This design comes from an exercise in tuning for small area on the open sky130 flow, not from production work.
RTL that was checked went through simulation tests only; none was proved equivalent to the original.

==> module cpl_cordic, before the edit <==
module cpl_cordic(
  input clock,
  input [31:0] frequency,
  input signed [15:0] in_data_I,
  input signed [15:0] in_data_Q,
  output signed [15:0] out_data_I,
  output signed [15:0] out_data_Q
  );
localparam WR = 23;    
localparam WZ = 20;    
localparam STG = 19;   
localparam WT = 32;
wire [WT-1:0] atan_table [1:WT-1];
assign atan_table[01] = 32'b00100101110010000000101000111011;  
assign atan_table[02] = 32'b00010011111101100111000010110111;  
assign atan_table[03] = 32'b00001010001000100010001110101000;  
assign atan_table[04] = 32'b00000101000101100001101010000110;  
assign atan_table[05] = 32'b00000010100010111010111111000011;  
assign atan_table[06] = 32'b00000001010001011110110000111101;  
assign atan_table[07] = 32'b00000000101000101111100010101010;  
assign atan_table[08] = 32'b00000000010100010111110010100111;  
assign atan_table[09] = 32'b00000000001010001011111001011101;  
assign atan_table[10] = 32'b00000000000101000101111100110000;  
assign atan_table[11] = 32'b00000000000010100010111110011000;  
assign atan_table[12] = 32'b00000000000001010001011111001100;  
assign atan_table[13] = 32'b00000000000000101000101111100110;  
assign atan_table[14] = 32'b00000000000000010100010111110011;  
assign atan_table[15] = 32'b00000000000000001010001011111010;  
assign atan_table[16] = 32'b00000000000000000101000101111101;  
assign atan_table[17] = 32'b00000000000000000010100010111110;  
assign atan_table[18] = 32'b00000000000000000001010001011111;  
assign atan_table[19] = 32'b00000000000000000000101000110000;  
assign atan_table[20] = 32'b00000000000000000000010100011000;  
assign atan_table[21] = 32'b00000000000000000000001010001100;  
assign atan_table[22] = 32'b00000000000000000000000101000110;  
assign atan_table[23] = 32'b00000000000000000000000010100011;  
assign atan_table[24] = 32'b00000000000000000000000001010001;  
assign atan_table[25] = 32'b00000000000000000000000000101001;  
assign atan_table[26] = 32'b00000000000000000000000000010100;  
assign atan_table[27] = 32'b00000000000000000000000000001010;  
assign atan_table[28] = 32'b00000000000000000000000000000101;  
assign atan_table[29] = 32'b00000000000000000000000000000011;  
assign atan_table[30] = 32'b00000000000000000000000000000001;  
assign atan_table[31] = 32'b00000000000000000000000000000001;  
reg [31:0] phase;
wire [31:0] phase_sum;
cadd #(.W(32), .B0(7), .B(7)) nco_add (.a(phase), .b(frequency), .ci(1'b0), .s(phase_sum));
always @(posedge clock)
  if (frequency == 32'd0)
    phase <= 32'd0;      
  else
    phase <= phase_sum;
reg [20:0] pd0, pd;
always @(posedge clock)
  begin
  pd0 <= phase[31:11];
  pd <= pd0;
  end
wire [1:0] quadrant = pd[20:19];
wire [16:0] i17 = {in_data_I[15], in_data_I};
wire [16:0] q17 = {in_data_Q[15], in_data_Q};
wire [16:0] in_p, in_m;
cadd #(.W(17), .B0(6), .B(6)) padd (.a(i17), .b(q17), .ci(1'b0), .s(in_p));
cadd #(.W(17), .B0(6), .B(6)) madd (.a(i17), .b(~q17), .ci(1'b1), .s(in_m));
wire [17:0] p18 = {in_p[16], in_p};
wire [17:0] m18 = {in_m[16], in_m};
wire [17:0] xv = quadrant[0] ? p18 : m18;
wire [17:0] yv = quadrant[0] ? m18 : p18;
wire xneg = quadrant[1] ^ quadrant[0];
wire yneg = quadrant[1];
wire [17:0] xlow, ylow;
assign xlow = {pfx_or18(xv[16:0]), 1'b0};
assign ylow = {pfx_or18(yv[16:0]), 1'b0};
function [16:0] pfx_or18;    
  input [16:0] v;
  integer lv, b;
  reg [16:0] t;
  begin
    t = v;
    for (lv = 1; lv < 17; lv = lv * 2)
      for (b = 16; b >= 0; b = b - 1)
        if ((b / lv) % 2 == 1)
          t[b] = t[b] | t[(b / lv) * lv - 1];
    pfx_or18 = t;
  end
endfunction
reg [WR-1:0] X [0:STG-1];
reg [WR-1:0] Y [0:STG-1];
reg [WZ-1:0] Z [0:STG-1];
always @(posedge clock)
  begin
  X[0] <= {xv ^ ({18{xneg}} & xlow), 5'b0};
  Y[0] <= {yv ^ ({18{yneg}} & ylow), 5'b0};
  Z[0] <= {~pd[18], ~pd[18], pd[17:0]};
  end
genvar n;
generate
  for (n = 0; n <= STG-3; n = n + 1)
    begin : stages
    wire [WR-1:0] X_shr = {{(n+1){X[n][WR-1]}}, X[n][WR-1:n+1]};
    wire [WR-1:0] Y_shr = {{(n+1){Y[n][WR-1]}}, Y[n][WR-1:n+1]};
    wire [WZ-2-n:0] atan = atan_table[n+1][WT-2-n:WT-WZ] + atan_table[n+1][WT-WZ-1];
    wire zs = Z[n][WZ-1-n];
    localparam LZ = (n == 0) ? 4 : (n == 1) ? 2 : 0;
    wire [WR-1:0] xn, yn;
    wire [WR-1:LZ] xnc, ync;
    cadd #(.W(WR-LZ), .B0(9), .B(7)) ax (.a(~X[n][WR-1:LZ]), .b(Y_shr[WR-1:LZ] ^ {(WR-LZ){zs}}), .ci(Y[n][n] ^ zs), .s(xnc));
    cadd #(.W(WR-LZ), .B0(9), .B(7)) ay (.a(~Y[n][WR-1:LZ]), .b(X_shr[WR-1:LZ] ^ {(WR-LZ){~zs}}),  .ci(X[n][n] ^ ~zs),  .s(ync));
    assign xn[WR-1:LZ] = ~xnc;
    assign yn[WR-1:LZ] = ~ync;
    if (LZ > 0)
      begin : lz
      assign xn[LZ-1:0] = {LZ{1'b0}};
      assign yn[LZ-1:0] = {LZ{1'b0}};
      end
    always @(posedge clock)
      begin
      X[n+1] <= xn;
      Y[n+1] <= yn;
      end
    if (n < STG-2)
      begin : angles
      wire [WZ-2-n:0] zn;
      cadd #(.W(WZ-1-n), .B0(7), .B(8)) az (.a(Z[n][WZ-2-n:0]), .b(atan ^ {(WZ-1-n){~zs}}), .ci(~zs), .s(zn));
      always @(posedge clock)
        Z[n+1][WZ-2-n:0] <= zn;
      end
    end
endgenerate
wire zs17 = Z[STG-2][WZ-1-(STG-2)];
wire [4:0] ux = Y[STG-2][WR-1:WR-5] ^ {5{~zs17}};
wire sux = Y[STG-2][WR-1] ^ ~zs17;
wire [4:0] uy = X[STG-2][WR-1:WR-5] ^ {5{zs17}};
wire suy = X[STG-2][WR-1] ^ zs17;
wire [6:0] lox, loy;
wire cox, coy;
radd #(7) lx (.a(X[STG-2][6:0]), .b({~sux, sux, ux}), .ci(Y[STG-2][STG-2] ^ ~zs17), .s(lox), .co(cox));
radd #(7) ly (.a(Y[STG-2][6:0]), .b({~suy, suy, uy}), .ci(X[STG-2][STG-2] ^ zs17),  .s(loy), .co(coy));
wire [15:0] xr, yr;
cinc #(16) ix (.a(X[STG-2][WR-1:7]), .ci(cox), .s(xr));
cinc #(16) iy (.a(Y[STG-2][WR-1:7]), .ci(coy), .s(yr));
assign out_data_I = xr;
assign out_data_Q = yr;
endmodule
clock: 6.0 ns
lec_check: 0
cap_margin: 20
core_margin: 2
core_utilization: 60
cts_cluster_diameter: 100
cts_cluster_size: 30
slew_margin: 20
run.sh (not shown) runs the stock make flow with config.mk's settings and CLKGATE_MAP_FILE= SYNTH_SCRIPT=/design/flow/synth_recipe.tcl, a recipe that flattens the netlist after the stock synthesis.
The baseline completed without violations.
Rerun with:
--- a/flow/design.v
+++ b/flow/design.v
@@ -403,8 +403,8 @@
     localparam LZ = (n == 0) ? 4 : (n == 1) ? 2 : 0;
     wire [WR-1:0] xn, yn;
     wire [WR-1:LZ] xnc, ync;
-    cadd #(.W(WR-LZ), .B0(9), .B(7)) ax (.a(~X[n][WR-1:LZ]), .b(Y_shr[WR-1:LZ] ^ {(WR-LZ){zs}}), .ci(Y[n][n] ^ zs), .s(xnc));
-    cadd #(.W(WR-LZ), .B0(9), .B(7)) ay (.a(~Y[n][WR-1:LZ]), .b(X_shr[WR-1:LZ] ^ {(WR-LZ){~zs}}),  .ci(X[n][n] ^ ~zs),  .s(ync));
+    cadd #(.W(WR-LZ), .B0(6), .B(8)) ax (.a(~X[n][WR-1:LZ]), .b(Y_shr[WR-1:LZ] ^ {(WR-LZ){zs}}), .ci(Y[n][n] ^ zs), .s(xnc));
+    cadd #(.W(WR-LZ), .B0(6), .B(8)) ay (.a(~Y[n][WR-1:LZ]), .b(X_shr[WR-1:LZ] ^ {(WR-LZ){~zs}}),  .ci(X[n][n] ^ ~zs),  .s(ync));
     assign xn[WR-1:LZ] = ~xnc;
     assign yn[WR-1:LZ] = ~ync;
     if (LZ > 0)
- clock-buffer cell count drops by 8
- setup slack improved by 19 ps
- worst hold slack is better by 21 ps
- synthesized cell count rises by about 4.6%
- design area came out higher by 0.41%
- register-to-register slack improved by 40 ps
- wire length rose by about 0.9%
- global-route usage is lower by 0.35 points
- area after synthesis grows by about 2%
- via count grows by 2.8%
No run of this note included a check of the RTL's function; only the layout flow was run.


Another version of the RTL of tx_upconverter (not shown whole).
Size in the first run: ~110 I/O pins.
clock: 6.0 ns
lec_check: 0
cap_margin: 20
core_margin: 2
core_utilization: 60
cts_cluster_diameter: 100
cts_cluster_size: 30
slew_margin: 20
Then changed:
--- a/flow/design.v
+++ b/flow/design.v
@@ -322,25 +322,25 @@
 assign atan_table[22] = 32'b00000000000000000000000101000110;  
 assign atan_table[23] = 32'b00000000000000000000000010100011;  
 assign atan_table[24] = 32'b00000000000000000000000001010001;  
 assign atan_table[25] = 32'b00000000000000000000000000101001;  
 assign atan_table[26] = 32'b00000000000000000000000000010100;  
 assign atan_table[27] = 32'b00000000000000000000000000001010;  
 assign atan_table[28] = 32'b00000000000000000000000000000101;  
 assign atan_table[29] = 32'b00000000000000000000000000000011;  
 assign atan_table[30] = 32'b00000000000000000000000000000001;  
 assign atan_table[31] = 32'b00000000000000000000000000000001;  
 reg [31:0] phase;
 wire [31:0] phase_sum;
-cadd #(.W(32), .B0(6), .B(6)) nco_add (.a(phase), .b(frequency), .ci(1'b0), .s(phase_sum));
+cadd #(.W(32), .B0(7), .B(7)) nco_add (.a(phase), .b(frequency), .ci(1'b0), .s(phase_sum));
 always @(posedge clock)
   if (frequency == 32'd0)
     phase <= 32'd0;      
   else
     phase <= phase_sum;
 reg [20:0] pd0, pd;
 always @(posedge clock)
   begin
   pd0 <= phase[31:11];
   pd <= pd0;
   end
 wire [1:0] quadrant = pd[20:19];
@@ -371,84 +371,56 @@
     pfx_or18 = t;
   end
 endfunction
 reg [WR-1:0] X [0:STG-1];
 reg [WR-1:0] Y [0:STG-1];
 reg [WZ-1:0] Z [0:STG-1];
 always @(posedge clock)
   begin
   X[0] <= {xv ^ ({18{xneg}} & xlow), 5'b0};
   Y[0] <= {yv ^ ({18{yneg}} & ylow), 5'b0};
   Z[0] <= {~pd[18], ~pd[18], pd[17:0]};
   end
-localparam ZT = 13;
-wire [STG-2:ZT+1] zsig;    
-generate
-  genvar t;
-  for (t = ZT; t <= STG-3; t = t + 1)
-    begin : tailz
-    wire [WZ-1-t:0] zin;
-    if (t == ZT)
-      begin : first
-      assign zin = Z[ZT][WZ-1-ZT:0];
-      end
-    else
-      begin : next
-      assign zin = tailz[t-1].zout;
-      end
-    wire [WZ-2-t:0] at = atan_table[t+1][WT-2-t:WT-WZ] + atan_table[t+1][WT-WZ-1];
-    wire [WZ-2-t:0] zout = zin[WZ-1-t] ? zin[WZ-2-t:0] + at : zin[WZ-2-t:0] - at;
-    assign zsig[t+1] = zout[WZ-2-t];
-    end
-endgenerate
-reg [STG-2:ZT+1] zd [0:STG-2-ZT-1];
-integer dd;
-always @(posedge clock)
-  begin
-  zd[0] <= zsig;
-  for (dd = 1; dd <= STG-2-ZT-1; dd = dd + 1)
-    zd[dd] <= zd[dd-1];
-  end
 genvar n;
 generate
   for (n = 0; n <= STG-3; n = n + 1)
     begin : stages
     wire [WR-1:0] X_shr = {{(n+1){X[n][WR-1]}}, X[n][WR-1:n+1]};
     wire [WR-1:0] Y_shr = {{(n+1){Y[n][WR-1]}}, Y[n][WR-1:n+1]};
     wire [WZ-2-n:0] atan = atan_table[n+1][WT-2-n:WT-WZ] + atan_table[n+1][WT-WZ-1];
-    wire zs = (n <= ZT) ? Z[n][WZ-1-n] : zd[n-ZT-1][n];
+    wire zs = Z[n][WZ-1-n];
     localparam LZ = (n == 0) ? 4 : (n == 1) ? 2 : 0;
     wire [WR-1:0] xn, yn;
     cadd #(.W(WR-LZ), .B0(7), .B(8)) ax (.a(X[n][WR-1:LZ]), .b(Y_shr[WR-1:LZ] ^ {(WR-LZ){~zs}}), .ci(Y[n][n] ^ ~zs), .s(xn[WR-1:LZ]));
     cadd #(.W(WR-LZ), .B0(7), .B(8)) ay (.a(Y[n][WR-1:LZ]), .b(X_shr[WR-1:LZ] ^ {(WR-LZ){zs}}),  .ci(X[n][n] ^ zs),  .s(yn[WR-1:LZ]));
     if (LZ > 0)
       begin : lz
       assign xn[LZ-1:0] = {LZ{1'b0}};
       assign yn[LZ-1:0] = {LZ{1'b0}};
       end
     always @(posedge clock)
       begin
       X[n+1] <= xn;
       Y[n+1] <= yn;
       end
-    if (n < ZT)
+    if (n < STG-2)
       begin : angles
       wire [WZ-2-n:0] zn;
       cadd #(.W(WZ-1-n), .B0((WZ-1-n <= 15) ? 11 : 7), .B(8)) az (.a(Z[n][WZ-2-n:0]), .b(atan ^ {(WZ-1-n){~zs}}), .ci(~zs), .s(zn));
       always @(posedge clock)
         Z[n+1][WZ-2-n:0] <= zn;
       end
     end
 endgenerate
-wire zs17 = zd[STG-2-ZT-1][STG-2];
+wire zs17 = Z[STG-2][WZ-1-(STG-2)];
 wire [4:0] ux = Y[STG-2][WR-1:WR-5] ^ {5{~zs17}};
 wire sux = Y[STG-2][WR-1] ^ ~zs17;
 wire [4:0] uy = X[STG-2][WR-1:WR-5] ^ {5{zs17}};
 wire suy = X[STG-2][WR-1] ^ zs17;
 wire [6:0] lox, loy;
 wire cox, coy;
 radd #(7) lx (.a(X[STG-2][6:0]), .b({~sux, sux, ux}), .ci(Y[STG-2][STG-2] ^ ~zs17), .s(lox), .co(cox));
 radd #(7) ly (.a(Y[STG-2][6:0]), .b({~suy, suy, uy}), .ci(X[STG-2][STG-2] ^ zs17),  .s(loy), .co(coy));
 wire [15:0] xr, yr;
 cinc #(16) ix (.a(X[STG-2][WR-1:7]), .ci(cox), .s(xr));
 cinc #(16) iy (.a(Y[STG-2][WR-1:7]), .ci(coy), .s(yr));
 assign out_data_I = xr;
Critical path depth came out lower by 5.
Worst setup slack is better by 0.070 ns.
Fmax goes up by about 1.2%.
Register-to-register slack gets better by 0.02 ns.
Area after synthesis climbs by about 0.53%.
Via count went up by about 0.9%.
Wire length increases by about 0.9%.
Die area is higher by 0.53%.
Global-route usage barely changes.
Design area rises by 0.51%.

## afterwards: timing with drivers on the ports
The flow's constraints put no driver on any port. The routed layouts listed below were extracted and timed again, unchanged, in two steps. Step 1 sets driving cells, clkbuf_16 on the clock port and buf_2 on the other inputs (assumed; they add their load-dependent delay and slew). Step 2 also shifts input and output timing later by t, the mid clock arrival at the registers, as if the neighbouring blocks saw the same clock. Slacks: ideal / step 1 / step 2; pairs: ideal / step 1.
run | t, ns | setup slack, ns | worst hold slack (ns) | clock arrival spread, ns | slew at the worst register clock pin (ns)
the first run of note 1 | 0.779 | 0.084 / 0.095 / -0.684 | 0.306 / 0.306 / 0.306 | 0.062 / 0.062 | 0.12 / 0.12
the second run of note 1 | 0.792 | 0.103 / 0.130 / -0.662 | 0.327 / 0.327 / 0.327 | 0.042 / 0.042 | 0.11 / 0.11
the first run of note 2 | 0.787 | 0.114 / 0.178 / -0.609 | 0.319 / 0.319 / 0.319 | 0.036 / 0.036 | 0.12 / 0.12
the second run of note 2 | 0.789 | 0.185 / 0.229 / -0.560 | 0.323 / 0.323 / 0.323 | 0.033 / 0.032 | 0.12 / 0.12
Met with ideal ports but missed after step 2: setup timing in every run listed. For the first run of note 1, which loses most, drivers alone change the setup slack by +0.011 ns; drivers and shift together by -0.768 ns.
